What follows belongs to an exercise in optimizing a design on an open flow for small area and a short achievable clock period; a production flow would make more cautious choices. In this exercise RTL edits were held to simulation tests only and were not proved equivalent to the original. No driver is modelled on the clock port, so clocking that relies on it looks cheaper here than on a real chip. Power figures rest on the tool's default switching activity, not on a simulated workload.

$ cat design.v
module decoder(
input [1:0]alu_fn,
output arith_enable,cmp_enable,logic_enable,shift_enable
);
assign arith_enable = (alu_fn == 2'b00);
assign logic_enable = (alu_fn == 2'b01);
assign cmp_enable   = (alu_fn == 2'b10);
assign shift_enable = (alu_fn == 2'b11);
endmodule
module alu_fa (input a, input b, input c, output s, output co);
  assign s  = a ^ b ^ c;
  assign co = (a & b) | (a & c) | (b & c);
endmodule
module alu_ha (input a, input b, output s, output co);
  assign s  = a ^ b;
  assign co = a & b;
endmodule
module logic_unit(
input [15:0] A,B,
input [1:0] alu_fn,
output [15:0] y
);
wire [15:0] t = alu_fn[0] ? (A | B) : (A & B);
assign y = t ^ {16{alu_fn[1]}};
endmodule
module cmp_unit(
input ge, diff_zero,
input [1:0] alu_fn,
output [1:0] y
);
wire eq = diff_zero;
wire gt = ge & ~diff_zero;
wire lt = ~ge;
assign y = (alu_fn == 2'b01) ? {1'b0, eq} :
           (alu_fn == 2'b10) ? {gt, 1'b0} :
           (alu_fn == 2'b11) ? {lt, lt}   : 2'b00;
endmodule
module shift_unit(
input [15:0] A,B,
input [1:0] alu_fn,
output [15:0] y
);
wire [15:0] x = alu_fn[1] ? B : A;
assign y = alu_fn[0] ? {x[14:0], 1'b0} : {1'b0, x[15:1]};
endmodule
module parameterized_signed_alu #(parameter in_data_width=16,out_data_width=16,arith_out_data_width=32)(
input signed [in_data_width-1:0]A,B,
input clk,rst,
input [3:0]alu_fn,
output shift_flag,arith_flag,logic_flag,cmp_flag,carry_out,
output [out_data_width-1:0]shift_out,logic_out,cmp_out,
output signed[arith_out_data_width-1:0] arith_out
);
localparam K0 = 6;               
localparam RW = 16 - K0;         
localparam DSW = 1 + 16 + RW + RW + K0;    
localparam WW = (DSW > 32) ? DSW : 32;
wire arith_en = (alu_fn[3:2] == 2'b00);
wire logic_en = (alu_fn[3:2] == 2'b01);
wire cmp_en   = (alu_fn[3:2] == 2'b10);
wire shift_en = (alu_fn[3:2] == 2'b11);
wire [16:0] sum;
wire ge;
wire ad_sub = alu_fn[0] | alu_fn[3];
  wire [16:0] ad_c;
  wire [15:0] ad_bb = B ^ {16{ad_sub}};
  assign ad_c[0] = ad_sub;
  genvar ad_i;
  generate for (ad_i = 0; ad_i < 16; ad_i = ad_i + 1) begin : ad_bt
    alu_fa ad_u_fa (.a(A[ad_i]), .b(ad_bb[ad_i]), .c(ad_c[ad_i]), .s(sum[ad_i]), .co(ad_c[ad_i+1]));
  end endgenerate
  assign sum[16] = A[15] ^ ad_bb[15] ^ ad_c[16];
  assign ge = ad_c[16];
wire [31:0] prod;
  wire [16:0] mu_bx = {B, 1'b0};
  wire [7:0] mu_one, mu_two, mu_neg;
  wire [16:0] mu_pp0;
  wire mu_ppn0 = ~mu_pp0[16];
  wire [16:0] mu_pp1;
  wire mu_ppn1 = ~mu_pp1[16];
  wire [16:0] mu_pp2;
  wire mu_ppn2 = ~mu_pp2[16];
  wire [16:0] mu_pp3;
  wire mu_ppn3 = ~mu_pp3[16];
  wire [16:0] mu_pp4;
  wire mu_ppn4 = ~mu_pp4[16];
  wire [16:0] mu_pp5;
  wire mu_ppn5 = ~mu_pp5[16];
  wire [16:0] mu_pp6;
  wire mu_ppn6 = ~mu_pp6[16];
  wire [16:0] mu_pp7;
  wire mu_ppn7 = ~mu_pp7[16];
  wire [16:0] mu_ax = {A[15], A};
  wire [17:0] mu_ax2 = {A[15], A, 1'b0};
  genvar mu_i;
  generate for (mu_i = 0; mu_i < 8; mu_i = mu_i + 1) begin : mu_enc
    assign mu_one[mu_i] = mu_bx[2*mu_i+1] ^ mu_bx[2*mu_i];
    assign mu_two[mu_i] = (mu_bx[2*mu_i+2] & ~mu_bx[2*mu_i+1] & ~mu_bx[2*mu_i]) | (~mu_bx[2*mu_i+2] & mu_bx[2*mu_i+1] & mu_bx[2*mu_i]);
    assign mu_neg[mu_i] = mu_bx[2*mu_i+2];
  end endgenerate
  assign mu_pp0 = ({17{mu_one[0]}} & mu_ax | {17{mu_two[0]}} & mu_ax2[16:0]) ^ {17{mu_neg[0]}};
  assign mu_pp1 = ({17{mu_one[1]}} & mu_ax | {17{mu_two[1]}} & mu_ax2[16:0]) ^ {17{mu_neg[1]}};
  assign mu_pp2 = ({17{mu_one[2]}} & mu_ax | {17{mu_two[2]}} & mu_ax2[16:0]) ^ {17{mu_neg[2]}};
  assign mu_pp3 = ({17{mu_one[3]}} & mu_ax | {17{mu_two[3]}} & mu_ax2[16:0]) ^ {17{mu_neg[3]}};
  assign mu_pp4 = ({17{mu_one[4]}} & mu_ax | {17{mu_two[4]}} & mu_ax2[16:0]) ^ {17{mu_neg[4]}};
  assign mu_pp5 = ({17{mu_one[5]}} & mu_ax | {17{mu_two[5]}} & mu_ax2[16:0]) ^ {17{mu_neg[5]}};
  assign mu_pp6 = ({17{mu_one[6]}} & mu_ax | {17{mu_two[6]}} & mu_ax2[16:0]) ^ {17{mu_neg[6]}};
  assign mu_pp7 = ({17{mu_one[7]}} & mu_ax | {17{mu_two[7]}} & mu_ax2[16:0]) ^ {17{mu_neg[7]}};
  wire mu_s1, mu_c2;
  alu_ha mu_u_s1 (.a(mu_pp0[10]), .b(mu_pp1[8]), .s(mu_s1), .co(mu_c2));
  wire mu_s3, mu_c4;
  alu_ha mu_u_s3 (.a(mu_pp0[11]), .b(mu_pp1[9]), .s(mu_s3), .co(mu_c4));
  wire mu_s5, mu_c6;
  alu_fa mu_u_s5 (.a(mu_pp0[12]), .b(mu_pp1[10]), .c(mu_pp2[8]), .s(mu_s5), .co(mu_c6));
  wire mu_s7, mu_c8;
  alu_ha mu_u_s7 (.a(mu_pp3[6]), .b(mu_pp4[4]), .s(mu_s7), .co(mu_c8));
  wire mu_s9, mu_c10;
  alu_fa mu_u_s9 (.a(mu_pp0[13]), .b(mu_pp1[11]), .c(mu_pp2[9]), .s(mu_s9), .co(mu_c10));
  wire mu_s11, mu_c12;
  alu_ha mu_u_s11 (.a(mu_pp3[7]), .b(mu_pp4[5]), .s(mu_s11), .co(mu_c12));
  wire mu_s13, mu_c14;
  alu_fa mu_u_s13 (.a(mu_pp0[14]), .b(mu_pp1[12]), .c(mu_pp2[10]), .s(mu_s13), .co(mu_c14));
  wire mu_s15, mu_c16;
  alu_fa mu_u_s15 (.a(mu_pp3[8]), .b(mu_pp4[6]), .c(mu_pp5[4]), .s(mu_s15), .co(mu_c16));
  wire mu_s17, mu_c18;
  alu_ha mu_u_s17 (.a(mu_pp6[2]), .b(mu_pp7[0]), .s(mu_s17), .co(mu_c18));
  wire mu_s19, mu_c20;
  alu_fa mu_u_s19 (.a(mu_pp0[15]), .b(mu_pp1[13]), .c(mu_pp2[11]), .s(mu_s19), .co(mu_c20));
  wire mu_s21, mu_c22;
  alu_fa mu_u_s21 (.a(mu_pp3[9]), .b(mu_pp4[7]), .c(mu_pp5[5]), .s(mu_s21), .co(mu_c22));
  wire mu_s23, mu_c24;
  alu_ha mu_u_s23 (.a(mu_pp6[3]), .b(mu_pp7[1]), .s(mu_s23), .co(mu_c24));
  wire mu_s25, mu_c26;
  alu_fa mu_u_s25 (.a(mu_ppn0), .b(mu_pp1[14]), .c(mu_pp2[12]), .s(mu_s25), .co(mu_c26));
  wire mu_s27, mu_c28;
  alu_fa mu_u_s27 (.a(mu_pp3[10]), .b(mu_pp4[8]), .c(mu_pp5[6]), .s(mu_s27), .co(mu_c28));
  wire mu_s29, mu_c30;
  alu_ha mu_u_s29 (.a(mu_pp6[4]), .b(~mu_pp7[2]), .s(mu_s29), .co(mu_c30));
  wire mu_s31, mu_c32;
  alu_fa mu_u_s31 (.a(mu_pp1[15]), .b(mu_pp2[13]), .c(mu_pp3[11]), .s(mu_s31), .co(mu_c32));
  wire mu_s33, mu_c34;
  alu_fa mu_u_s33 (.a(mu_pp4[9]), .b(mu_pp5[7]), .c(mu_pp6[5]), .s(mu_s33), .co(mu_c34));
  wire mu_s35, mu_c36;
  alu_ha mu_u_s35 (.a(mu_pp7[3]), .b(~mu_pp7[2]), .s(mu_s35), .co(mu_c36));
  wire mu_s37, mu_c38;
  alu_fa mu_u_s37 (.a(mu_ppn1), .b(mu_pp2[14]), .c(mu_pp3[12]), .s(mu_s37), .co(mu_c38));
  wire mu_s39, mu_c40;
  alu_fa mu_u_s39 (.a(mu_pp4[10]), .b(mu_pp5[8]), .c(mu_pp6[6]), .s(mu_s39), .co(mu_c40));
  wire mu_s41, mu_c42;
  alu_ha mu_u_s41 (.a(mu_pp7[4]), .b(mu_pp7[2]), .s(mu_s41), .co(mu_c42));
  wire mu_s43, mu_c44;
  alu_fa mu_u_s43 (.a(mu_pp2[15]), .b(mu_pp3[13]), .c(mu_pp4[11]), .s(mu_s43), .co(mu_c44));
  wire mu_s45, mu_c46;
  alu_ha mu_u_s45 (.a(mu_pp5[9]), .b(mu_pp6[7]), .s(mu_s45), .co(mu_c46));
  wire mu_s47, mu_c48;
  alu_fa mu_u_s47 (.a(mu_ppn2), .b(mu_pp3[14]), .c(mu_pp4[12]), .s(mu_s47), .co(mu_c48));
  wire mu_s49, mu_c50;
  alu_ha mu_u_s49 (.a(mu_pp5[10]), .b(mu_pp6[8]), .s(mu_s49), .co(mu_c50));
  wire mu_s51, mu_c52;
  alu_ha mu_u_s51 (.a(mu_pp3[15]), .b(mu_pp4[13]), .s(mu_s51), .co(mu_c52));
  wire mu_s53, mu_c54;
  alu_ha mu_u_s53 (.a(mu_ppn3), .b(mu_pp4[14]), .s(mu_s53), .co(mu_c54));
  wire mu_s55, mu_c56;
  alu_ha mu_u_s55 (.a(mu_pp0[6]), .b(mu_pp1[4]), .s(mu_s55), .co(mu_c56));
  wire mu_s57, mu_c58;
  alu_ha mu_u_s57 (.a(mu_pp0[7]), .b(mu_pp1[5]), .s(mu_s57), .co(mu_c58));
  wire mu_s59, mu_c60;
  alu_fa mu_u_s59 (.a(mu_pp0[8]), .b(mu_pp1[6]), .c(mu_pp2[4]), .s(mu_s59), .co(mu_c60));
  wire mu_s61, mu_c62;
  alu_ha mu_u_s61 (.a(mu_pp3[2]), .b(mu_pp4[0]), .s(mu_s61), .co(mu_c62));
  wire mu_s63, mu_c64;
  alu_fa mu_u_s63 (.a(mu_pp0[9]), .b(mu_pp1[7]), .c(mu_pp2[5]), .s(mu_s63), .co(mu_c64));
  wire mu_s65, mu_c66;
  alu_ha mu_u_s65 (.a(mu_pp3[3]), .b(mu_pp4[1]), .s(mu_s65), .co(mu_c66));
  wire mu_s67, mu_c68;
  alu_fa mu_u_s67 (.a(mu_s1), .b(mu_pp2[6]), .c(mu_pp3[4]), .s(mu_s67), .co(mu_c68));
  wire mu_s69, mu_c70;
  alu_fa mu_u_s69 (.a(mu_pp4[2]), .b(mu_pp5[0]), .c(mu_neg[5]), .s(mu_s69), .co(mu_c70));
  wire mu_s71, mu_c72;
  alu_fa mu_u_s71 (.a(mu_s3), .b(mu_pp2[7]), .c(mu_pp3[5]), .s(mu_s71), .co(mu_c72));
  wire mu_s73, mu_c74;
  alu_fa mu_u_s73 (.a(mu_pp4[3]), .b(mu_pp5[1]), .c(mu_c2), .s(mu_s73), .co(mu_c74));
  wire mu_s75, mu_c76;
  alu_fa mu_u_s75 (.a(mu_s5), .b(mu_s7), .c(mu_pp5[2]), .s(mu_s75), .co(mu_c76));
  wire mu_s77, mu_c78;
  alu_fa mu_u_s77 (.a(mu_pp6[0]), .b(mu_neg[6]), .c(mu_c4), .s(mu_s77), .co(mu_c78));
  wire mu_s79, mu_c80;
  alu_fa mu_u_s79 (.a(mu_s9), .b(mu_s11), .c(mu_pp5[3]), .s(mu_s79), .co(mu_c80));
  wire mu_s81, mu_c82;
  alu_fa mu_u_s81 (.a(mu_pp6[1]), .b(mu_c6), .c(mu_c8), .s(mu_s81), .co(mu_c82));
  wire mu_s83, mu_c84;
  alu_fa mu_u_s83 (.a(mu_s13), .b(mu_s15), .c(mu_s17), .s(mu_s83), .co(mu_c84));
  wire mu_s85, mu_c86;
  alu_fa mu_u_s85 (.a(mu_neg[7]), .b(mu_c10), .c(mu_c12), .s(mu_s85), .co(mu_c86));
  wire mu_s87, mu_c88;
  alu_fa mu_u_s87 (.a(mu_s19), .b(mu_s21), .c(mu_s23), .s(mu_s87), .co(mu_c88));
  wire mu_s89, mu_c90;
  alu_fa mu_u_s89 (.a(mu_c14), .b(mu_c16), .c(mu_c18), .s(mu_s89), .co(mu_c90));
  wire mu_s91, mu_c92;
  alu_fa mu_u_s91 (.a(mu_s25), .b(mu_s27), .c(mu_s29), .s(mu_s91), .co(mu_c92));
  wire mu_s93, mu_c94;
  alu_fa mu_u_s93 (.a(mu_c20), .b(mu_c22), .c(mu_c24), .s(mu_s93), .co(mu_c94));
  wire mu_s95, mu_c96;
  alu_fa mu_u_s95 (.a(mu_s31), .b(mu_s33), .c(mu_s35), .s(mu_s95), .co(mu_c96));
  wire mu_s97, mu_c98;
  alu_fa mu_u_s97 (.a(mu_c26), .b(mu_c28), .c(mu_c30), .s(mu_s97), .co(mu_c98));
  wire mu_s99, mu_c100;
  alu_fa mu_u_s99 (.a(mu_s37), .b(mu_s39), .c(mu_s41), .s(mu_s99), .co(mu_c100));
  wire mu_s101, mu_c102;
  alu_fa mu_u_s101 (.a(mu_c32), .b(mu_c34), .c(mu_c36), .s(mu_s101), .co(mu_c102));
  wire mu_s103, mu_c104;
  alu_fa mu_u_s103 (.a(mu_s43), .b(mu_s45), .c(~mu_pp7[5]), .s(mu_s103), .co(mu_c104));
  wire mu_s105, mu_c106;
  alu_fa mu_u_s105 (.a(mu_c38), .b(mu_c40), .c(mu_c42), .s(mu_s105), .co(mu_c106));
  wire mu_s107, mu_c108;
  alu_fa mu_u_s107 (.a(mu_s47), .b(mu_s49), .c(mu_pp7[6]), .s(mu_s107), .co(mu_c108));
  wire mu_s109, mu_c110;
  alu_fa mu_u_s109 (.a(mu_pp7[5]), .b(mu_c44), .c(mu_c46), .s(mu_s109), .co(mu_c110));
  wire mu_s111, mu_c112;
  alu_fa mu_u_s111 (.a(mu_s51), .b(mu_pp5[11]), .c(mu_pp6[9]), .s(mu_s111), .co(mu_c112));
  wire mu_s113, mu_c114;
  alu_fa mu_u_s113 (.a(~mu_pp7[7]), .b(mu_c48), .c(mu_c50), .s(mu_s113), .co(mu_c114));
  wire mu_s115, mu_c116;
  alu_fa mu_u_s115 (.a(mu_s53), .b(mu_pp5[12]), .c(mu_pp6[10]), .s(mu_s115), .co(mu_c116));
  wire mu_s117, mu_c118;
  alu_fa mu_u_s117 (.a(mu_pp7[8]), .b(mu_pp7[7]), .c(mu_c52), .s(mu_s117), .co(mu_c118));
  wire mu_s119, mu_c120;
  alu_fa mu_u_s119 (.a(mu_pp4[15]), .b(mu_pp5[13]), .c(mu_pp6[11]), .s(mu_s119), .co(mu_c120));
  wire mu_s121, mu_c122;
  alu_ha mu_u_s121 (.a(~mu_pp7[9]), .b(mu_c54), .s(mu_s121), .co(mu_c122));
  wire mu_s123, mu_c124;
  alu_fa mu_u_s123 (.a(mu_ppn4), .b(mu_pp5[14]), .c(mu_pp6[12]), .s(mu_s123), .co(mu_c124));
  wire mu_s125, mu_c126;
  alu_ha mu_u_s125 (.a(mu_pp7[10]), .b(mu_pp7[9]), .s(mu_s125), .co(mu_c126));
  wire mu_s127, mu_c128;
  alu_ha mu_u_s127 (.a(mu_pp5[15]), .b(mu_pp6[13]), .s(mu_s127), .co(mu_c128));
  wire mu_s129, mu_c130;
  alu_ha mu_u_s129 (.a(mu_ppn5), .b(mu_pp6[14]), .s(mu_s129), .co(mu_c130));
  wire mu_s131, mu_c132;
  alu_ha mu_u_s131 (.a(mu_pp0[4]), .b(mu_pp1[2]), .s(mu_s131), .co(mu_c132));
  wire mu_s133, mu_c134;
  alu_ha mu_u_s133 (.a(mu_pp0[5]), .b(mu_pp1[3]), .s(mu_s133), .co(mu_c134));
  wire mu_s135, mu_c136;
  alu_fa mu_u_s135 (.a(mu_s55), .b(mu_pp2[2]), .c(mu_pp3[0]), .s(mu_s135), .co(mu_c136));
  wire mu_s137, mu_c138;
  alu_fa mu_u_s137 (.a(mu_s57), .b(mu_pp2[3]), .c(mu_pp3[1]), .s(mu_s137), .co(mu_c138));
  wire mu_s139, mu_c140;
  alu_fa mu_u_s139 (.a(mu_s59), .b(mu_s61), .c(mu_neg[4]), .s(mu_s139), .co(mu_c140));
  wire mu_s141, mu_c142;
  alu_fa mu_u_s141 (.a(mu_s63), .b(mu_s65), .c(mu_c60), .s(mu_s141), .co(mu_c142));
  wire mu_s143, mu_c144;
  alu_fa mu_u_s143 (.a(mu_s67), .b(mu_s69), .c(mu_c64), .s(mu_s143), .co(mu_c144));
  wire mu_s145, mu_c146;
  alu_fa mu_u_s145 (.a(mu_s71), .b(mu_s73), .c(mu_c68), .s(mu_s145), .co(mu_c146));
  wire mu_s147, mu_c148;
  alu_fa mu_u_s147 (.a(mu_s75), .b(mu_s77), .c(mu_c72), .s(mu_s147), .co(mu_c148));
  wire mu_s149, mu_c150;
  alu_fa mu_u_s149 (.a(mu_s79), .b(mu_s81), .c(mu_c76), .s(mu_s149), .co(mu_c150));
  wire mu_s151, mu_c152;
  alu_fa mu_u_s151 (.a(mu_s83), .b(mu_s85), .c(mu_c80), .s(mu_s151), .co(mu_c152));
  wire mu_s153, mu_c154;
  alu_fa mu_u_s153 (.a(mu_s87), .b(mu_s89), .c(mu_c84), .s(mu_s153), .co(mu_c154));
  wire mu_s155, mu_c156;
  alu_fa mu_u_s155 (.a(mu_s91), .b(mu_s93), .c(mu_c88), .s(mu_s155), .co(mu_c156));
  wire mu_s157, mu_c158;
  alu_fa mu_u_s157 (.a(mu_s95), .b(mu_s97), .c(mu_c92), .s(mu_s157), .co(mu_c158));
  wire mu_s159, mu_c160;
  alu_fa mu_u_s159 (.a(mu_s99), .b(mu_s101), .c(mu_c96), .s(mu_s159), .co(mu_c160));
  wire mu_s161, mu_c162;
  alu_fa mu_u_s161 (.a(mu_s103), .b(mu_s105), .c(mu_c100), .s(mu_s161), .co(mu_c162));
  wire mu_s163, mu_c164;
  alu_fa mu_u_s163 (.a(mu_s107), .b(mu_s109), .c(mu_c104), .s(mu_s163), .co(mu_c164));
  wire mu_s165, mu_c166;
  alu_fa mu_u_s165 (.a(mu_s111), .b(mu_s113), .c(mu_c108), .s(mu_s165), .co(mu_c166));
  wire mu_s167, mu_c168;
  alu_fa mu_u_s167 (.a(mu_s115), .b(mu_s117), .c(mu_c112), .s(mu_s167), .co(mu_c168));
  wire mu_s169, mu_c170;
  alu_fa mu_u_s169 (.a(mu_s119), .b(mu_s121), .c(mu_c116), .s(mu_s169), .co(mu_c170));
  wire mu_s171, mu_c172;
  alu_fa mu_u_s171 (.a(mu_s123), .b(mu_s125), .c(mu_c120), .s(mu_s171), .co(mu_c172));
  wire mu_s173, mu_c174;
  alu_fa mu_u_s173 (.a(mu_s127), .b(~mu_pp7[11]), .c(mu_c124), .s(mu_s173), .co(mu_c174));
  wire mu_s175, mu_c176;
  alu_fa mu_u_s175 (.a(mu_s129), .b(mu_pp7[12]), .c(mu_pp7[11]), .s(mu_s175), .co(mu_c176));
  wire mu_s177, mu_c178;
  alu_ha mu_u_s177 (.a(mu_pp6[15]), .b(~mu_pp7[13]), .s(mu_s177), .co(mu_c178));
  wire mu_s179, mu_c180;
  alu_ha mu_u_s179 (.a(mu_ppn6), .b(mu_pp7[14]), .s(mu_s179), .co(mu_c180));
  wire mu_s181, mu_c182;
  alu_ha mu_u_s181 (.a(mu_pp0[2]), .b(mu_pp1[0]), .s(mu_s181), .co(mu_c182));
  wire mu_s183, mu_c184;
  alu_ha mu_u_s183 (.a(mu_pp0[3]), .b(mu_pp1[1]), .s(mu_s183), .co(mu_c184));
  wire mu_s185, mu_c186;
  alu_fa mu_u_s185 (.a(mu_s131), .b(mu_pp2[0]), .c(mu_neg[2]), .s(mu_s185), .co(mu_c186));
  wire mu_s187, mu_c188;
  alu_fa mu_u_s187 (.a(mu_s133), .b(mu_pp2[1]), .c(mu_c132), .s(mu_s187), .co(mu_c188));
  wire mu_s189, mu_c190;
  alu_fa mu_u_s189 (.a(mu_s135), .b(mu_neg[3]), .c(mu_c134), .s(mu_s189), .co(mu_c190));
  wire mu_s191, mu_c192;
  alu_fa mu_u_s191 (.a(mu_s137), .b(mu_c56), .c(mu_c136), .s(mu_s191), .co(mu_c192));
  wire mu_s193, mu_c194;
  alu_fa mu_u_s193 (.a(mu_s139), .b(mu_c58), .c(mu_c138), .s(mu_s193), .co(mu_c194));
  wire mu_s195, mu_c196;
  alu_fa mu_u_s195 (.a(mu_s141), .b(mu_c62), .c(mu_c140), .s(mu_s195), .co(mu_c196));
  wire mu_s197, mu_c198;
  alu_fa mu_u_s197 (.a(mu_s143), .b(mu_c66), .c(mu_c142), .s(mu_s197), .co(mu_c198));
  wire mu_s199, mu_c200;
  alu_fa mu_u_s199 (.a(mu_s145), .b(mu_c70), .c(mu_c144), .s(mu_s199), .co(mu_c200));
  wire mu_s201, mu_c202;
  alu_fa mu_u_s201 (.a(mu_s147), .b(mu_c74), .c(mu_c146), .s(mu_s201), .co(mu_c202));
  wire mu_s203, mu_c204;
  alu_fa mu_u_s203 (.a(mu_s149), .b(mu_c78), .c(mu_c148), .s(mu_s203), .co(mu_c204));
  wire mu_s205, mu_c206;
  alu_fa mu_u_s205 (.a(mu_s151), .b(mu_c82), .c(mu_c150), .s(mu_s205), .co(mu_c206));
  wire mu_s207, mu_c208;
  alu_fa mu_u_s207 (.a(mu_s153), .b(mu_c86), .c(mu_c152), .s(mu_s207), .co(mu_c208));
  wire mu_s209, mu_c210;
  alu_fa mu_u_s209 (.a(mu_s155), .b(mu_c90), .c(mu_c154), .s(mu_s209), .co(mu_c210));
  wire mu_s211, mu_c212;
  alu_fa mu_u_s211 (.a(mu_s157), .b(mu_c94), .c(mu_c156), .s(mu_s211), .co(mu_c212));
  wire mu_s213, mu_c214;
  alu_fa mu_u_s213 (.a(mu_s159), .b(mu_c98), .c(mu_c158), .s(mu_s213), .co(mu_c214));
  wire mu_s215, mu_c216;
  alu_fa mu_u_s215 (.a(mu_s161), .b(mu_c102), .c(mu_c160), .s(mu_s215), .co(mu_c216));
  wire mu_s217, mu_c218;
  alu_fa mu_u_s217 (.a(mu_s163), .b(mu_c106), .c(mu_c162), .s(mu_s217), .co(mu_c218));
  wire mu_s219, mu_c220;
  alu_fa mu_u_s219 (.a(mu_s165), .b(mu_c110), .c(mu_c164), .s(mu_s219), .co(mu_c220));
  wire mu_s221, mu_c222;
  alu_fa mu_u_s221 (.a(mu_s167), .b(mu_c114), .c(mu_c166), .s(mu_s221), .co(mu_c222));
  wire mu_s223, mu_c224;
  alu_fa mu_u_s223 (.a(mu_s169), .b(mu_c118), .c(mu_c168), .s(mu_s223), .co(mu_c224));
  wire mu_s225, mu_c226;
  alu_fa mu_u_s225 (.a(mu_s171), .b(mu_c122), .c(mu_c170), .s(mu_s225), .co(mu_c226));
  wire mu_s227, mu_c228;
  alu_fa mu_u_s227 (.a(mu_s173), .b(mu_c126), .c(mu_c172), .s(mu_s227), .co(mu_c228));
  wire mu_s229, mu_c230;
  alu_fa mu_u_s229 (.a(mu_s175), .b(mu_c128), .c(mu_c174), .s(mu_s229), .co(mu_c230));
  wire mu_s231, mu_c232;
  alu_fa mu_u_s231 (.a(mu_s177), .b(mu_c130), .c(mu_c176), .s(mu_s231), .co(mu_c232));
  wire mu_s233, mu_c234;
  alu_fa mu_u_s233 (.a(mu_s179), .b(mu_pp7[13]), .c(mu_c178), .s(mu_s233), .co(mu_c234));
  wire mu_s235, mu_c236;
  alu_ha mu_u_s235 (.a(~mu_pp7[15]), .b(mu_c180), .s(mu_s235), .co(mu_c236));
  wire mu_s237, mu_c238;
  alu_ha mu_u_s237 (.a(mu_ppn7), .b(mu_pp7[15]), .s(mu_s237), .co(mu_c238));
  wire mu_s239, mu_c240;
  alu_ha mu_u_s239 (.a(mu_pp0[0]), .b(mu_neg[0]), .s(mu_s239), .co(mu_c240));
  wire mu_s241, mu_c242;
  alu_ha mu_u_s241 (.a(mu_pp0[1]), .b(mu_c240), .s(mu_s241), .co(mu_c242));
  wire mu_s243, mu_c244;
  alu_fa mu_u_s243 (.a(mu_s181), .b(mu_neg[1]), .c(mu_c242), .s(mu_s243), .co(mu_c244));
  wire mu_s245, mu_c246;
  alu_fa mu_u_s245 (.a(mu_s183), .b(mu_c182), .c(mu_c244), .s(mu_s245), .co(mu_c246));
  wire mu_s247, mu_c248;
  alu_fa mu_u_s247 (.a(mu_s185), .b(mu_c184), .c(mu_c246), .s(mu_s247), .co(mu_c248));
  wire mu_s249, mu_c250;
  alu_fa mu_u_s249 (.a(mu_s187), .b(mu_c186), .c(mu_c248), .s(mu_s249), .co(mu_c250));
  wire mu_s251, mu_c252;
  alu_fa mu_u_s251 (.a(mu_s189), .b(mu_c188), .c(mu_c250), .s(mu_s251), .co(mu_c252));
  wire mu_s253, mu_c254;
  alu_fa mu_u_s253 (.a(mu_s191), .b(mu_c190), .c(mu_c252), .s(mu_s253), .co(mu_c254));
  wire mu_s255, mu_c256;
  alu_fa mu_u_s255 (.a(mu_s193), .b(mu_c192), .c(mu_c254), .s(mu_s255), .co(mu_c256));
  wire mu_s257, mu_c258;
  alu_fa mu_u_s257 (.a(mu_s195), .b(mu_c194), .c(mu_c256), .s(mu_s257), .co(mu_c258));
  wire mu_s259, mu_c260;
  alu_fa mu_u_s259 (.a(mu_s197), .b(mu_c196), .c(mu_c258), .s(mu_s259), .co(mu_c260));
  wire mu_s261, mu_c262;
  alu_fa mu_u_s261 (.a(mu_s199), .b(mu_c198), .c(mu_c260), .s(mu_s261), .co(mu_c262));
  wire mu_s263, mu_c264;
  alu_fa mu_u_s263 (.a(mu_s201), .b(mu_c200), .c(mu_c262), .s(mu_s263), .co(mu_c264));
  wire mu_s265, mu_c266;
  alu_fa mu_u_s265 (.a(mu_s203), .b(mu_c202), .c(mu_c264), .s(mu_s265), .co(mu_c266));
  wire mu_s267, mu_c268;
  alu_fa mu_u_s267 (.a(mu_s205), .b(mu_c204), .c(mu_c266), .s(mu_s267), .co(mu_c268));
  wire mu_s269, mu_c270;
  alu_fa mu_u_s269 (.a(mu_s207), .b(mu_c206), .c(mu_c268), .s(mu_s269), .co(mu_c270));
  wire mu_s271, mu_c272;
  alu_fa mu_u_s271 (.a(mu_s209), .b(mu_c208), .c(mu_c270), .s(mu_s271), .co(mu_c272));
  wire mu_s273, mu_c274;
  alu_fa mu_u_s273 (.a(mu_s211), .b(mu_c210), .c(mu_c272), .s(mu_s273), .co(mu_c274));
  wire mu_s275, mu_c276;
  alu_fa mu_u_s275 (.a(mu_s213), .b(mu_c212), .c(mu_c274), .s(mu_s275), .co(mu_c276));
  wire mu_s277, mu_c278;
  alu_fa mu_u_s277 (.a(mu_s215), .b(mu_c214), .c(mu_c276), .s(mu_s277), .co(mu_c278));
  wire mu_s279, mu_c280;
  alu_fa mu_u_s279 (.a(mu_s217), .b(mu_c216), .c(mu_c278), .s(mu_s279), .co(mu_c280));
  wire mu_s281, mu_c282;
  alu_fa mu_u_s281 (.a(mu_s219), .b(mu_c218), .c(mu_c280), .s(mu_s281), .co(mu_c282));
  wire mu_s283, mu_c284;
  alu_fa mu_u_s283 (.a(mu_s221), .b(mu_c220), .c(mu_c282), .s(mu_s283), .co(mu_c284));
  wire mu_s285, mu_c286;
  alu_fa mu_u_s285 (.a(mu_s223), .b(mu_c222), .c(mu_c284), .s(mu_s285), .co(mu_c286));
  wire mu_s287, mu_c288;
  alu_fa mu_u_s287 (.a(mu_s225), .b(mu_c224), .c(mu_c286), .s(mu_s287), .co(mu_c288));
  wire mu_s289, mu_c290;
  alu_fa mu_u_s289 (.a(mu_s227), .b(mu_c226), .c(mu_c288), .s(mu_s289), .co(mu_c290));
  wire mu_s291, mu_c292;
  alu_ha mu_u_s291 (.a(mu_s229), .b(mu_c228), .s(mu_s291), .co(mu_c292));
  wire mu_s293 = ~(mu_s229 ^ mu_c228);
  wire mu_c294 = mu_s229 | mu_c228;
  wire mu_s295, mu_c296;
  alu_fa mu_u_s295 (.a(mu_s231), .b(mu_c230), .c(mu_c292), .s(mu_s295), .co(mu_c296));
  wire mu_s297, mu_c298;
  alu_fa mu_u_s297 (.a(mu_s231), .b(mu_c230), .c(mu_c294), .s(mu_s297), .co(mu_c298));
  wire mu_s299, mu_c300;
  alu_fa mu_u_s299 (.a(mu_s233), .b(mu_c232), .c(mu_c296), .s(mu_s299), .co(mu_c300));
  wire mu_s301, mu_c302;
  alu_fa mu_u_s301 (.a(mu_s233), .b(mu_c232), .c(mu_c298), .s(mu_s301), .co(mu_c302));
  wire mu_s303, mu_c304;
  alu_fa mu_u_s303 (.a(mu_s235), .b(mu_c234), .c(mu_c300), .s(mu_s303), .co(mu_c304));
  wire mu_s305, mu_c306;
  alu_fa mu_u_s305 (.a(mu_s235), .b(mu_c234), .c(mu_c302), .s(mu_s305), .co(mu_c306));
  wire mu_s307, mu_c308;
  alu_fa mu_u_s307 (.a(mu_s237), .b(mu_c236), .c(mu_c304), .s(mu_s307), .co(mu_c308));
  wire mu_s309, mu_c310;
  alu_fa mu_u_s309 (.a(mu_s237), .b(mu_c236), .c(mu_c306), .s(mu_s309), .co(mu_c310));
  assign prod = {(mu_c290 ? (1'b1 ^ mu_c238 ^ mu_c310) : (1'b1 ^ mu_c238 ^ mu_c308)), (mu_c290 ? mu_s309 : mu_s307), (mu_c290 ? mu_s305 : mu_s303), (mu_c290 ? mu_s301 : mu_s299), (mu_c290 ? mu_s297 : mu_s295), (mu_c290 ? mu_s293 : mu_s291), mu_s289, mu_s287, mu_s285, mu_s283, mu_s281, mu_s279, mu_s277, mu_s275, mu_s273, mu_s271, mu_s269, mu_s267, mu_s265, mu_s263, mu_s261, mu_s259, mu_s257, mu_s255, mu_s253, mu_s251, mu_s249, mu_s247, mu_s245, mu_s243, mu_s241, mu_s239};
wire [15:0] alo, blo;
assign alo[0] = 1'b0;
assign blo[0] = 1'b0;
genvar gi;
generate for (gi = 1; gi < 16; gi = gi + 1) begin : absg
    assign alo[gi] = alo[gi-1] | A[gi-1];
    assign blo[gi] = blo[gi-1] | B[gi-1];
end endgenerate
wire [15:0] ua = A ^ ({16{A[15]}} & alo);
wire [15:0] ub = B ^ ({16{B[15]}} & blo);
wire [16:0] nzab1;
assign nzab1[16] = 1'b0;
generate for (gi = 15; gi >= 0; gi = gi - 1) begin : nz1g
    assign nzab1[gi] = nzab1[gi+1] | ub[gi];
end endgenerate
wire b_nz = nzab1[0];
wire [15:K0] q1;
wire [RW-1:0] r1;
  wire [15:0] d1_nd = ~ub;
  wire [0:0] d1_x15 = {ua[15]};
  wire [1:0] d1_c15;
  assign d1_c15[0] = 1'b1;
  assign d1_c15[1:1] = (d1_x15 & d1_nd[0:0]) | ((d1_x15 | d1_nd[0:0]) & d1_c15[0:0]);
  assign q1[15] = d1_c15[1] & ~nzab1[1];
  wire [1:0] d1_x14 = {d1_x15 ^ ({1{q1[15]}} & (d1_nd[0:0] ^ d1_c15[0:0])), ua[14]};
  wire [2:0] d1_c14;
  assign d1_c14[0] = 1'b1;
  assign d1_c14[2:1] = (d1_x14 & d1_nd[1:0]) | ((d1_x14 | d1_nd[1:0]) & d1_c14[1:0]);
  assign q1[14] = d1_c14[2] & ~nzab1[2];
  wire [2:0] d1_x13 = {d1_x14 ^ ({2{q1[14]}} & (d1_nd[1:0] ^ d1_c14[1:0])), ua[13]};
  wire [3:0] d1_c13;
  assign d1_c13[0] = 1'b1;
  assign d1_c13[3:1] = (d1_x13 & d1_nd[2:0]) | ((d1_x13 | d1_nd[2:0]) & d1_c13[2:0]);
  assign q1[13] = d1_c13[3] & ~nzab1[3];
  wire [3:0] d1_x12 = {d1_x13 ^ ({3{q1[13]}} & (d1_nd[2:0] ^ d1_c13[2:0])), ua[12]};
  wire [4:0] d1_c12;
  assign d1_c12[0] = 1'b1;
  assign d1_c12[4:1] = (d1_x12 & d1_nd[3:0]) | ((d1_x12 | d1_nd[3:0]) & d1_c12[3:0]);
  assign q1[12] = d1_c12[4] & ~nzab1[4];
  wire [4:0] d1_x11 = {d1_x12 ^ ({4{q1[12]}} & (d1_nd[3:0] ^ d1_c12[3:0])), ua[11]};
  wire [5:0] d1_c11;
  assign d1_c11[0] = 1'b1;
  assign d1_c11[5:1] = (d1_x11 & d1_nd[4:0]) | ((d1_x11 | d1_nd[4:0]) & d1_c11[4:0]);
  assign q1[11] = d1_c11[5] & ~nzab1[5];
  wire [5:0] d1_x10 = {d1_x11 ^ ({5{q1[11]}} & (d1_nd[4:0] ^ d1_c11[4:0])), ua[10]};
  wire [6:0] d1_c10;
  assign d1_c10[0] = 1'b1;
  assign d1_c10[6:1] = (d1_x10 & d1_nd[5:0]) | ((d1_x10 | d1_nd[5:0]) & d1_c10[5:0]);
  assign q1[10] = d1_c10[6] & ~nzab1[6];
  wire [6:0] d1_x9 = {d1_x10 ^ ({6{q1[10]}} & (d1_nd[5:0] ^ d1_c10[5:0])), ua[9]};
  wire [7:0] d1_c9;
  assign d1_c9[0] = 1'b1;
  assign d1_c9[7:1] = (d1_x9 & d1_nd[6:0]) | ((d1_x9 | d1_nd[6:0]) & d1_c9[6:0]);
  assign q1[9] = d1_c9[7] & ~nzab1[7];
  wire [7:0] d1_x8 = {d1_x9 ^ ({7{q1[9]}} & (d1_nd[6:0] ^ d1_c9[6:0])), ua[8]};
  wire [8:0] d1_c8;
  assign d1_c8[0] = 1'b1;
  assign d1_c8[8:1] = (d1_x8 & d1_nd[7:0]) | ((d1_x8 | d1_nd[7:0]) & d1_c8[7:0]);
  assign q1[8] = d1_c8[8] & ~nzab1[8];
  wire [8:0] d1_x7 = {d1_x8 ^ ({8{q1[8]}} & (d1_nd[7:0] ^ d1_c8[7:0])), ua[7]};
  wire [9:0] d1_c7;
  assign d1_c7[0] = 1'b1;
  assign d1_c7[9:1] = (d1_x7 & d1_nd[8:0]) | ((d1_x7 | d1_nd[8:0]) & d1_c7[8:0]);
  assign q1[7] = d1_c7[9] & ~nzab1[9];
  wire [9:0] d1_x6 = {d1_x7 ^ ({9{q1[7]}} & (d1_nd[8:0] ^ d1_c7[8:0])), ua[6]};
  wire [10:0] d1_c6;
  assign d1_c6[0] = 1'b1;
  assign d1_c6[10:1] = (d1_x6 & d1_nd[9:0]) | ((d1_x6 | d1_nd[9:0]) & d1_c6[9:0]);
  assign q1[6] = d1_c6[10] & ~nzab1[10];
  assign r1 = d1_x6 ^ ({10{q1[6]}} & (d1_nd[9:0] ^ d1_c6[9:0]));
wire [DSW-1:0] ds = {A[15] ^ B[15], ub, r1, q1, ua[K0-1:0]};
wire [15:0] lres = (alu_fn[0] ? (A | B) : (A & B)) ^ {16{alu_fn[1]}};
wire [15:0] sx = alu_fn[1] ? B : A;
wire [15:0] sres = alu_fn[0] ? {sx[14:0], 1'b0} : {1'b0, sx[15:1]};
wire eq = (sum[15:0] == 16'd0);
wire [1:0] cres = (alu_fn[1:0] == 2'b01) ? {1'b0, eq} :
                  (alu_fn[1:0] == 2'b10) ? {ge & ~eq, 1'b0} :
                  (alu_fn[1:0] == 2'b11) ? {~ge, ~ge} : 2'b00;
reg [31:0] aval;
always @(*) begin
    case (alu_fn[1:0])
        2'b00, 2'b01: aval = {{15{sum[16]}}, sum};
        2'b10:        aval = prod;
        default:      aval = ds[31:0] & {32{b_nz}};
    endcase
end
wire [15:0] olo = alu_fn[3] ? {sres[15:2], (alu_fn[2] ? sres[1:0] : cres)}
                            : (alu_fn[2] ? lres : aval[15:0]);
wire [WW-1:0] w_d;
generate if (WW > 32) begin : wx
    assign w_d = {ds[WW-1:32], aval[31:16], olo};
end else begin : wn
    assign w_d = {aval[31:16], olo};
end endgenerate
wire div_sel = arith_en & (alu_fn[1:0] == 2'b11) & b_nz;
reg [WW-1:0] w;
reg f_an, f_div, f_logic, f_cmp, f_shift;
always @(posedge clk) w <= w_d;
always @(posedge clk, negedge rst) begin
    if (!rst) begin
        f_an <= 1'b0; f_div <= 1'b0; f_logic <= 1'b0; f_cmp <= 1'b0; f_shift <= 1'b0;
    end else begin
        f_an    <= arith_en & ~div_sel;
        f_div   <= div_sel;
        f_logic <= logic_en;
        f_cmp   <= cmp_en;
        f_shift <= shift_en;
    end
end
wire [DSW-1:0] dr = w[DSW-1:0];
wire        d_sgn = dr[DSW-1];
wire [15:0] d_d   = dr[DSW-2 -: 16];
wire [RW-1:0] d_r = dr[2*RW+K0-1 -: RW];
wire [RW-1:0] d_q = dr[RW+K0-1 -: RW];
wire [K0-1:0] d_a = dr[K0-1:0];
wire [16:0] nzab2;
assign nzab2[16] = 1'b0;
generate for (gi = 15; gi >= 0; gi = gi - 1) begin : nz2g
    assign nzab2[gi] = nzab2[gi+1] | d_d[gi];
end endgenerate
wire [K0-1:0] q2;
wire [15:0] d_ax = {{(16-K0){1'b0}}, d_a};
  wire [15:0] d2_nd = ~d_d;
  wire [10:0] d2_x5 = {d_r, d_ax[5]};
  wire [11:0] d2_c5;
  assign d2_c5[0] = 1'b1;
  assign d2_c5[11:1] = (d2_x5 & d2_nd[10:0]) | ((d2_x5 | d2_nd[10:0]) & d2_c5[10:0]);
  assign q2[5] = d2_c5[11] & ~nzab2[11];
  wire [11:0] d2_x4 = {d2_x5 ^ ({11{q2[5]}} & (d2_nd[10:0] ^ d2_c5[10:0])), d_ax[4]};
  wire [12:0] d2_c4;
  assign d2_c4[0] = 1'b1;
  assign d2_c4[12:1] = (d2_x4 & d2_nd[11:0]) | ((d2_x4 | d2_nd[11:0]) & d2_c4[11:0]);
  assign q2[4] = d2_c4[12] & ~nzab2[12];
  wire [12:0] d2_x3 = {d2_x4 ^ ({12{q2[4]}} & (d2_nd[11:0] ^ d2_c4[11:0])), d_ax[3]};
  wire [13:0] d2_c3;
  assign d2_c3[0] = 1'b1;
  assign d2_c3[13:1] = (d2_x3 & d2_nd[12:0]) | ((d2_x3 | d2_nd[12:0]) & d2_c3[12:0]);
  assign q2[3] = d2_c3[13] & ~nzab2[13];
  wire [13:0] d2_x2 = {d2_x3 ^ ({13{q2[3]}} & (d2_nd[12:0] ^ d2_c3[12:0])), d_ax[2]};
  wire [14:0] d2_c2;
  assign d2_c2[0] = 1'b1;
  assign d2_c2[14:1] = (d2_x2 & d2_nd[13:0]) | ((d2_x2 | d2_nd[13:0]) & d2_c2[13:0]);
  assign q2[2] = d2_c2[14] & ~nzab2[14];
  wire [14:0] d2_x1 = {d2_x2 ^ ({14{q2[2]}} & (d2_nd[13:0] ^ d2_c2[13:0])), d_ax[1]};
  wire [15:0] d2_c1;
  assign d2_c1[0] = 1'b1;
  assign d2_c1[15:1] = (d2_x1 & d2_nd[14:0]) | ((d2_x1 | d2_nd[14:0]) & d2_c1[14:0]);
  assign q2[1] = d2_c1[15] & ~nzab2[15];
  wire [15:0] d2_x0 = {d2_x1 ^ ({15{q2[1]}} & (d2_nd[14:0] ^ d2_c1[14:0])), d_ax[0]};
  wire [16:0] d2_c0;
  assign d2_c0[0] = 1'b1;
  assign d2_c0[16:1] = (d2_x0 & d2_nd[15:0]) | ((d2_x0 | d2_nd[15:0]) & d2_c0[15:0]);
  assign q2[0] = d2_c0[16] & ~nzab2[16];
wire [15:0] quo = {d_q, q2};
wire [16:0] qlo;
assign qlo[1] = 1'b0;
generate for (gi = 2; gi < 17; gi = gi + 1) begin : qlog
    assign qlo[gi] = qlo[gi-1] | quo[gi-1];
end endgenerate
wire [31:0] divres;
assign divres[0] = quo[0];
generate for (gi = 1; gi < 16; gi = gi + 1) begin : qfxg
    assign divres[gi] = quo[gi] ^ (d_sgn & (quo[0] | qlo[gi]));
end endgenerate
assign divres[31:16] = {16{d_sgn & (quo[0] | qlo[16])}};
assign arith_out = ({32{f_an}} & w[31:0]) | ({32{f_div}} & divres);
assign carry_out = arith_out[16];
assign arith_flag = f_an | f_div;
assign logic_flag = f_logic;
assign cmp_flag = f_cmp;
assign shift_flag = f_shift;
assign logic_out = {16{f_logic}} & w[15:0];
assign shift_out = {16{f_shift}} & w[15:0];
assign cmp_out = {14'd0, {2{f_cmp}} & w[1:0]};
endmodule
$ cat flow/run.sh
#!/bin/bash
cp standard.sh standard.sh.txt
export BUFFER_PORTS_ARGS="-buffer_cell sky130_fd_sc_hd__buf_2"
bash standard.sh > standard.log 2>&1
$ cat standard.sh
#!/bin/bash
# synth_recipe.tcl (not shown) runs the flow's synth.tcl, then flattens the netlist and writes it again
# the make line also repeats each setting of config.mk as NAME=value (left out here)
make -C /OpenROAD-flow-scripts/flow DESIGN_CONFIG=/design/flow/config.mk WORK_HOME=/design/flow/orfs CLKGATE_MAP_FILE= SYNTH_SCRIPT=/design/flow/synth_recipe.tcl "${@:-finish}"
$ cat config.mk
export PLATFORM = sky130hd
export DESIGN_NAME = parameterized_signed_alu
export DESIGN_NICKNAME = parameterized_signed_alu
export VERILOG_FILES = /design/flow/design.v
export SDC_FILE = /design/flow/constraint.sdc
export NUM_CORES = 4
export LEC_CHECK = 0
export ABC_AREA = 1
export CAP_MARGIN = 20
export CORE_MARGIN = 2
export CORE_UTILIZATION = 70
export SLEW_MARGIN = 20
export SYNTH_HIERARCHICAL = 1
export SYNTH_MINIMUM_KEEP_SIZE = 0
$ cat constraint.sdc
create_clock -name core_clock -period 85.0 [get_ports {clk}]
set_input_delay 17.0000 -clock core_clock [delete_from_list [all_inputs] [get_ports {clk}]]
set_output_delay 17.0000 -clock core_clock [all_outputs]
set_load 0.01 [all_outputs]
==> impl_table.tex, run 1 <==
\begin{tabular}{lr}
\hline
Metric & Value \\
\hline
\multicolumn{2}{l}{\textbf{Floorplanning}} \\
DIE AREA & 24700 um\^{}2 \\
Core Rows & 56 \\
Die Y-Extent & 157 um \\
Number of top-level pins & 123 \\
Initial cell density of the core & 0.705 \\
Standard cell core area & 23300 um\^{}2 \\
Die width & 157 um \\
\multicolumn{2}{l}{\textbf{Hold path}} \\
Hold/Removal Path Class & in2async \\
\multicolumn{2}{l}{\textbf{Power and ir drop}} \\
Relative contribution of combinational cells to total power & 0.893 \\
Proportion of power drawn by the clock network & 0.036 \\
Internal portion of total power & 0.000264 W \\
Switching share of power & 0.594 \\
Part of the total power dissipated in sequential elements & 0.071 \\
Maximum ir drop on the vdd rail & 0.0547 mV \\
Net load switching power & 0.000386 W \\
Static leakage power & 8.89 nW \\
Power density over the cells & 38.5 nW/um\^{}2 \\
\multicolumn{2}{l}{\textbf{Placed design}} \\
Placed insts & 2902 \\
HPWL Detailed & 41000 um \\
Port buffer count & 108 \\
Weighted congestion at the end of routability-driven global placement & 0.992 \\
Setup slack after placement & 55.24 ns \\
\multicolumn{2}{l}{\textbf{Yosys}} \\
Count of state elements after synthesis & 48 \\
Average cell area after synthesis & 6.32 um\^{}2 \\
Cells after synthesis & 2595 \\
Post-synth design cell area & 16400 um\^{}2 \\
Number of warning messages in the yosys log & 7 \\
Count of distinct cell types in the synthesized netlist & 55 \\
Post-synthesis sequential area ratio & 0.0601 \\
\multicolumn{2}{l}{\textbf{Timing}} \\
Final critical delay including setup and external delays & 29.82 ns \\
Achievable frequency & 33.5 MHz \\
Final setup slack of the worst path & 55.18 ns \\
Worst Max-Slew Pin Slew & 1.16 ns \\
Final hold violation count & 0 \\
Headroom to the max-slew limit & 0.228 \\
Ratio of final minimum period to clock period & 0.351 \\
Worst Hold Slack & 16.52 ns \\
Max-slew violation count & 0 \\
Final total negative setup slack & 0 ns \\
Final count of negative-setup-slack endpoints & 0 \\
RSZ-0062 raised after global routing & false \\
\multicolumn{2}{l}{\textbf{GRT}} \\
Global-route wire length before repair & 85200 um \\
Overflow left after global routing & 0 \\
Tot GR Track Use & 0.437 \\
Antenna violations before repair & 0 \\
Largest net degree at the start of global routing & 63 \\
Vias in the first global route & 16623 \\
\multicolumn{2}{l}{\textbf{CTS}} \\
Clock Sink Count & 48 \\
Worst-path clk slew & 0.07 ns \\
Setup fix buffers added after clock tree synthesis & 0 \\
Number of gates resized after CTS & 0 \\
CTS H-tree lvls & 2 \\
Clock Tree Root & sky130\_fd\_sc\_hd\_\_clkbuf\_16 \\
TritonCTS clock tree & built \\
CTS hold repair buffers & 0 \\
Number of buffers added by the clock tree synthesis step & 5 \\
Deepest clock path buffer count & 2 \\
\multicolumn{2}{l}{\textbf{Critical path}} \\
Crit end category & output pin \\
WP data arrival & 12.82 ns \\
Crit path required time & 68.00 ns \\
Crit-path max FO & 22 \\
Source of the critical timing path & w[26] \\
Slowest stage delay, CP & 0.83 ns \\
Critical Path Source Type & flip-flop \\
Max stage delay cell, worst path & sky130\_fd\_sc\_hd\_\_dfxtp\_1 \\
Startpoint-to-endpoint class of the critical path & reg2out \\
Crit path capture & arith\_out[5] \\
\multicolumn{2}{l}{\textbf{Flow run}} \\
Max-cap violations & 0 \\
\multicolumn{2}{l}{\textbf{Route}} \\
Detailed-routing iteration count for the pre-antenna-repair pass & 6 \\
Routed Wire Length & 54100 um \\
1st-iter DRT viols & 2102 \\
Final antenna-violating net count & 0 \\
DR WL/cell & 18.6 um \\
Vias per cell & 6.07 \\
Total via count after detailed routing & 17664 \\
\# DRC & 0 \\
\multicolumn{2}{l}{\textbf{Finish}} \\
Area growth syn-to-layout & 3.13\% \\
Nets & 2801 \\
Commonest cells after routing, fill and taps aside & sky130\_fd\_sc\_hd\_\_nand2\_1, sky130\_fd\_sc\_hd\_\_inv\_1, sky130\_fd\_sc\_hd\_\_nand3\_1, sky130\_fd\_sc\_hd\_\_xor2\_1, sky130\_fd\_sc\_hd\_\_fa\_1 \\
Layout cell share with drive strength beyond 1 & 0.108 \\
Utilization after layout & 0.727 \\
Most frequent standard cell in the layout excluding fill and tap cells & sky130\_fd\_sc\_hd\_\_nand2\_1 \\
Non-filler cells in the finished layout & 2911 \\
\multicolumn{2}{l}{\textbf{Status}} \\
Status & finished clean \\
\hline
\end{tabular}
registers in the layout, summed over array words and instances (netlist names):
signal and flops:
f_logic 1, f_div 1, f_cmp 1, f_an 1, w 43, f_shift 1
stage by stage:
step                      power, W  instance area (um^2)
after global routing      0.000703                 16900
final                     0.000651                 16900
after CTS                 0.000631                 16900
after global placement    0.000598                 16700
after detailed placement  0.000606                 16700
after floorplan           0.000433                 16400
worst min path at each step:
stage,to,depth (start not counted)
after CTS,f_div,1
after global routing,f_shift,1
after floorplan,f_an,0
after global placement,f_cmp,1
after detailed placement,f_cmp,1
final,f_div,1
Yosys stat by module, one instance, submodules excluded:
module	flops+latches	cells inside
alu_fa	0	1
alu_ha	0	1
parameterized_signed_alu	48	2425
synthesized netlist by cell type (all sizes together):
master       instances  area share
xnor2               12      0.0064
a31oi                1     0.00038
o21ai               91       0.028
or2                  8      0.0031
buf                 67       0.027
a211oi               7      0.0032
dlygate4sd3          1     0.00061
nand3b               2     0.00092
fa                 138        0.17
ha                  35       0.027
nor2               125       0.031
a22o                 3      0.0016
dfrtp                5      0.0076
dfxtp               43       0.052
nor3b                4      0.0018
nand3              295        0.10
clkinv              20      0.0046
o2111ai              2      0.0011
nor3                 9      0.0040
a22oi                1     0.00046
nand4               36       0.015
nand2              833        0.21
o211ai              11      0.0050
nor4                 3      0.0011
and3                 1     0.00038
xor2               258        0.14
o21bai               1     0.00069
a21oi               56       0.018
inv                305       0.070
o221ai              10      0.0053
o22ai              123       0.047
mux2i                1     0.00061
conb                 1     0.00023
clkbuf              85       0.023
a21boi               2     0.00092
power groups by stage:
stage | clock (W) | combinational (W) | sequential, W
2_1_floorplan | 0 | 0.000398 | 0.0000353
3_3_place_gp | 0 | 0.000552 | 0.0000457
3_5_place_dp | 0 | 0.000560 | 0.0000460
4_1_cts | 0.0000234 | 0.000562 | 0.0000456
5_1_grt | 0.0000243 | 0.000632 | 0.0000471
6_report | 0.0000234 | 0.000581 | 0.0000465
cell families after synthesis:
group                    synth area share
AO/OA/AOI/OAI                       0.112
XOR/XNOR                            0.145
adder cells (fa/ha/maj)             0.195
buffers and inverters               0.124
flip-flops                         0.0601
multiplexers                     0.000610
other                            0.000229
AND/OR/NAND/NOR                     0.363
cell type report:
type	count	area, um^2
timing repair buffer	128	691
multi-input combinational	2082	13400
tap	319	399
sequential	48	986
clock buffer	6	139
clock inverter	2	38.8
fill	2080	6350
antenna	1	2.50
inverter	325	1220
metal layers:
layer,track usage,vias to the layer above,wire length (um)
li1,-,8246,-
met1,0.544,8081,20300
met2,0.718,1074,24300
met3,0.0680,263,5590
met4,0.263,0,3880
met5,0,-,0
critical path, delay by kind of cell, from the launching register on:
family                 cells  cell delay [ns]
AO/OA/AOI/OAI              1             0.16
AND/OR/NAND/NOR           87             9.38
flip-flops                 1             0.83
XOR/XNOR                   3             0.59
buffers and inverters     10             1.52
==> run 2, diff against run 1 <==
==> flow/run.sh (replaced) <==
#!/bin/bash
# The standard layout (standard.sh), with two changes:
#  - the port buffers are sky130_fd_sc_hd__buf_2 instead of the buffer the
#    port-buffering step picks by default (every port still gets one);
#  - before clock-tree synthesis, flip-flops with 8 or more loads get drive
#    strength 4 (flow/upsize_ff.tcl); their cell type is unchanged.
# Each tool's output goes to the ORFS logs under orfs/logs; make's output to standard.log.
export BUFFER_PORTS_ARGS="-buffer_cell sky130_fd_sc_hd__buf_2"
export PRE_CTS_TCL="$PWD/flow/upsize_ff.tcl"
bash standard.sh > standard.log 2>&1
==> flow/upsize_ff.tcl (new file) <==
# Upsize flip-flops that drive many loads (drive strength only; the cell type stays the same).
proc upsize_ff { min_fo size } {
  set n 0
  set block [[[ord::get_db] getChip] getBlock]
  foreach inst [$block getInsts] {
    set m [[$inst getMaster] getName]
    if { ![regexp {^(sky130_fd_sc_hd__(dfxtp|dfrtp))_1$} $m -> base] } { continue }
    set fo 0
    foreach it [$inst getITerms] {
      if { [$it isOutputSignal] } {
        set net [$it getNet]
        if { $net == "NULL" } { continue }
        foreach lt [$net getITerms] { if { [$lt isInputSignal] } { incr fo } }
      }
    }
    if { $fo < $min_fo } { continue }
    set lc [get_lib_cells -quiet ${base}_$size]
    if { $lc != "" } { replace_cell [get_cells [$inst getName]] $lc; incr n }
  }
  puts "upsize_ff: resized $n flip-flops (fanout >= $min_fo) to size $size"
}

# Runs at the start of the CTS step (PRE_CTS_TCL): stronger drive for the result
# register's high-fanout bits, which start the paths after the register.
upsize_ff 8 4
detailed_placement
--- a/config.mk
+++ b/config.mk
@@ -8,7 +8,7 @@
 export ABC_AREA = 1
 export CAP_MARGIN = 20
 export CORE_MARGIN = 2
-export CORE_UTILIZATION = 70
+export CORE_UTILIZATION = 78
 export SLEW_MARGIN = 20
 export SYNTH_HIERARCHICAL = 1
 export SYNTH_MINIMUM_KEEP_SIZE = 0
==> run 2 against run 1 <==
Via count up 3.4%; area after synthesis stayed put; highest routed layer is now met5; utilization rose by 8.5 points; still clean on timing, DRC and antenna; cell area is essentially flat; fmax hardly changed; global-route usage is 5.8 points higher; die area decreased by 10%; clock power shrank 5%.
==> impl_table.tex, run 2 <==
\begin{tabular}{lr}
\hline
Metric & Value \\
\hline
\multicolumn{2}{l}{\textbf{Placed design}} \\
Weighted congestion at the end of routability-driven global placement & 1.02 (+2.8\%) \\
Port buffer count & 108 (unchanged) \\
HPWL Detailed & 41400 um (+1.2\%) \\
\multicolumn{2}{l}{\textbf{Power and ir drop}} \\
Switching share of power & 0.603 (+0.00917) \\
Maximum ir drop on the vdd rail & 0.0853 mV (+56\%) \\
Post-layout power & 0.000682 W (+4.8\%) \\
Static leakage power & 8.88 nW (-0.13\%) \\
Part of the total power dissipated in sequential elements & 0.069 (-0.002) \\
Internal portion of total power & 0.000270 W (+2.4\%) \\
Relative contribution of combinational cells to total power & 0.898 (+0.005) \\
Proportion of power drawn by the clock network & 0.033 (-0.003) \\
Power density over the cells & 40.3 nW/um\^{}2 (+4.8\%) \\
Net load switching power & 0.000411 W (+6.4\%) \\
\multicolumn{2}{l}{\textbf{Critical path}} \\
Most frequent CP cell & sky130\_fd\_sc\_hd\_\_nand3\_1 \\
WP data arrival & 12.83 ns (about the same) \\
Startpoint-to-endpoint class of the critical path & reg2out \\
Max stage delay cell, worst path & sky130\_fd\_sc\_hd\_\_dfxtp\_4 \\
Slowest stage delay, CP & 0.39 ns (-0.44 ns) \\
Critical Path Source Type & flip-flop \\
Crit path required time & 68.00 ns (about the same) \\
Crit path capture & arith\_out[14] \\
Crit-path max FO & 15 (-32\%) \\
Source of the critical timing path & w[28] \\
Crit end category & output pin \\
\multicolumn{2}{l}{\textbf{Finish}} \\
Area growth syn-to-layout & 3.06\% (about the same) \\
Most frequent standard cell in the layout excluding fill and tap cells & sky130\_fd\_sc\_hd\_\_nand2\_1 \\
Nets & 2800 (-0.036\%) \\
Commonest cells after routing, fill and taps aside & sky130\_fd\_sc\_hd\_\_nand2\_1, sky130\_fd\_sc\_hd\_\_inv\_1, sky130\_fd\_sc\_hd\_\_nand3\_1, sky130\_fd\_sc\_hd\_\_xor2\_1, sky130\_fd\_sc\_hd\_\_fa\_1 \\
Number of flip-flops under the largest register name & 43 (unchanged) \\
Top register by number of flip-flops & w \\
Layout cell share with drive strength beyond 1 & 0.114 (+0.00622) \\
\multicolumn{2}{l}{\textbf{Yosys}} \\
Count of distinct cell types in the synthesized netlist & 55 (unchanged) \\
Post-synthesis sequential area ratio & 0.0601 (unchanged) \\
Cells after synthesis & 2595 (unchanged) \\
Share of synthesized flip-flops with an asynchronous set or reset & 0.104 (unchanged) \\
Count of state elements after synthesis & 48 (unchanged) \\
Biggest area contributors in the synthesized netlist & sky130\_fd\_sc\_hd\_\_nand2\_1, sky130\_fd\_sc\_hd\_\_fa\_1, sky130\_fd\_sc\_hd\_\_xor2\_1 \\
Most instantiated flip-flop cell in the synthesis netlist & sky130\_fd\_sc\_hd\_\_dfxtp\_1 \\
Number of synthesized flops with an enable pin & 0 (unchanged) \\
Synth area leader & sky130\_fd\_sc\_hd\_\_nand2\_1 \\
Area share of the leading cell type in the synthesized netlist & 0.176 (unchanged) \\
Most numerous cell types in the synthesized netlist & sky130\_fd\_sc\_hd\_\_nand2\_1, sky130\_fd\_sc\_hd\_\_inv\_1, sky130\_fd\_sc\_hd\_\_nand3\_1, sky130\_fd\_sc\_hd\_\_xor2\_1, sky130\_fd\_sc\_hd\_\_fa\_1 \\
Post-synth design cell area & 16400 um\^{}2 (unchanged) \\
Number of warning messages in the yosys log & 7 (unchanged) \\
Average cell area after synthesis & 6.32 um\^{}2 (unchanged) \\
Most frequent cell after synthesis & sky130\_fd\_sc\_hd\_\_nand2\_1 \\
\multicolumn{2}{l}{\textbf{Route}} \\
Final antenna-violating net count & 0 (unchanged) \\
Detailed-routing iteration count for the pre-antenna-repair pass & 6 (unchanged) \\
Vias per cell & 6.37 (+5.0\%) \\
Total via count after detailed routing & 18264 (+3.4\%) \\
1st-iter DRT viols & 2176 (+3.5\%) \\
\# DRC & 0 (unchanged) \\
DR WL/cell & 19.3 um (+3.9\%) \\
Routed Wire Length & 55400 um (+2.3\%) \\
\multicolumn{2}{l}{\textbf{CTS}} \\
Setup fix buffers added after clock tree synthesis & 0 (unchanged) \\
Number of buffers added by the clock tree synthesis step & 5 (unchanged) \\
Clock Sink Count & 48 (unchanged) \\
Worst-path clk slew & 0.07 ns (about the same) \\
Number of gates resized after CTS & 0 (unchanged) \\
TritonCTS clock tree & built \\
CTS hold repair buffers & 0 (unchanged) \\
\multicolumn{2}{l}{\textbf{Timing}} \\
Final count of negative-setup-slack endpoints & 0 (unchanged) \\
Worst Max-Slew Pin Slew & 0.994 ns (-0.164 ns) \\
RSZ-0062 raised after global routing & false \\
Headroom to the max-slew limit & 0.337 (+0.109) \\
Ratio of final minimum period to clock period & 0.351 (about the same) \\
Final total negative setup slack & 0 ns (unchanged) \\
Achievable frequency & 33.5 MHz (about the same) \\
Final critical delay including setup and external delays & 29.83 ns (+0.00870 ns) \\
Final hold violation count & 0 (unchanged) \\
Max-slew violation count & 0 (unchanged) \\
\multicolumn{2}{l}{\textbf{GRT}} \\
Tot GR Track Use & 0.495 (+0.0577) \\
Overflow left after global routing & 0 (unchanged) \\
Largest net degree at the start of global routing & 63 (unchanged) \\
Global-route wire length before repair & 87000 um (+2.2\%) \\
Antenna violations before repair & 3 (+3) \\
Vias in the first global route & 17430 (+4.9\%) \\
\multicolumn{2}{l}{\textbf{Status}} \\
Status & finished clean \\
\multicolumn{2}{l}{\textbf{Floorplanning}} \\
DIE AREA & 22200 um\^{}2 (-10\%) \\
Initial cell density of the core & 0.788 (+0.0826) \\
Die Y-Extent & 149 um (-5.1\%) \\
Core Rows & 53 (-5.4\%) \\
Standard cell core area & 20800 um\^{}2 (-10\%) \\
Die width & 149 um (-5.1\%) \\
Number of top-level pins & 123 (unchanged) \\
\multicolumn{2}{l}{\textbf{Hold path}} \\
Hold/Removal Path Class & in2async \\
\multicolumn{2}{l}{\textbf{Flow run}} \\
Max-cap violations & 0 (unchanged) \\
\hline
\end{tabular}
==> run 2: cell counts after synthesis <==
No cell type changed its count.
==> run 2: worst max-delay path: cells and delay by family, from the launching register on <==
| family | cells | cell delay, ns |
|---|---|---|
| and+or+nand+nor | 81 | 8.89 |
| DFF | 1 | 0.39 |
| buffers and inverters | 11 | 2.10 |
| AOI/OAI and AO/OA | 1 | 0.11 |
| xor gates and xnor gates | 5 | 0.97 |
==> run 2: how the worst min path moves through the flow <==
stage,start,endpoint,slack [ns],cells past startpoint
after floorplan,rst,f_an,16.70,0
after global placement,rst,f_an,16.82,1
after detailed placement,rst,f_cmp,16.82,1
after CTS,rst,f_shift,16.51,1
after global routing,rst,f_cmp,16.51,1
final,rst,f_shift,16.50,1
==> run 2: Yosys stat by module, one instance, submodules excluded <==
module | copies in the design | cell area (um^2) | cells inside | flops+latches
parameterized_signed_alu | 1 | 13200 | 2425 | 48
alu_fa | 138 | 20.0 | 1 | 0
alu_ha | 32 | 12.5 | 1 | 0
==> run 2: power by group through the flow <==
stage                     clock (W)  combinational [W]  sequential [W]
after floorplan                   0           0.000398       0.0000353
after global placement            0           0.000550       0.0000451
after detailed placement          0           0.000571       0.0000454
after CTS                 0.0000220           0.000577       0.0000462
after global routing      0.0000231           0.000653       0.0000479
final                     0.0000223           0.000612       0.0000471
==> run 2: cell families (layout without fill, tap and decap cells) <==
logic type	after synthesis	after routing	synth area share
fa+ha+maj	173	173	0.195
other cells	1	15	0.000229
compound gates	308	308	0.112
simple gates	1316	1316	0.363
flops	48	48	0.0601
xor+xnor	270	270	0.145
buf+inv	478	460	0.124
mux	1	1	0.000610
==> run 2: final cells by class <==
class                   instances  area, um^2
clock inverters                 2        15.0
diodes                          1        2.50
clock buffers                   6         150
repair buffers                127         683
inverters                     325        1220
flip-flops and latches         48        1050
well taps                     275         344
multi-input cells            2082       13400
fillers                      1563        3920
==> run 2: metrics by stage <==
stage / util / setup WS [ns] / std cells / instance area (um^2) / hold slack (ns)
2_1_floorplan: - / 56.55 / 2608 / 16400 / 16.70
3_3_place_gp: 0.800 / 55.92 / 2857 / 16700 / 16.82
3_5_place_dp: 0.800 / 55.59 / 2857 / 16700 / 16.82
4_1_cts: 0.811 / 55.47 / 2865 / 16900 / 16.51
5_1_grt: 0.812 / 53.91 / 2865 / 16900 / 16.51
6_report: 0.812 / 55.17 / 2866 / 16900 / 16.50
==> run 2: per-layer routing <==
metal  global-route usage  share of wire
met1                0.581           0.35
met2                0.790           0.45
met5               0.0159         0.0011
met4                0.360          0.087
met3                0.119           0.12

-- port drivers added, routing unchanged --
No port has a modelled driver above. Below, the same layouts with a new extraction and two added sets of constraints. Step 1 (the two cells are an assumption about what drives the block):
set clk [get_ports {clk}]
set_driving_cell -lib_cell sky130_fd_sc_hd__clkbuf_16 $clk
set_driving_cell -lib_cell sky130_fd_sc_hd__buf_2 [delete_from_list [all_inputs] $clk]
Step 2, shift: input delay + t, output delay - t, t = (earliest + latest rising clock arrival at the registers) / 2. This alone moves slack from input paths to output paths. Slacks: no drivers / after step 1 / after step 2; pairs: no drivers / after step 1.
run | t (ns) | slack for setup (ns) | worst hold slack (ns) | worst data-port slew with drivers (ns)
run 1 | 0.328 | 55.179 / 55.134 / 55.104 | 16.517 / 16.556 / 16.884 | 0.08
run 2 | 0.336 | 55.170 / 55.130 / 55.360 | 16.504 / 16.511 / 16.847 | 0.08
After both steps setup and hold are still met in every run listed. For run 1, which loses most, drivers alone change the setup slack by -0.045 ns; drivers and shift together by -0.075 ns.
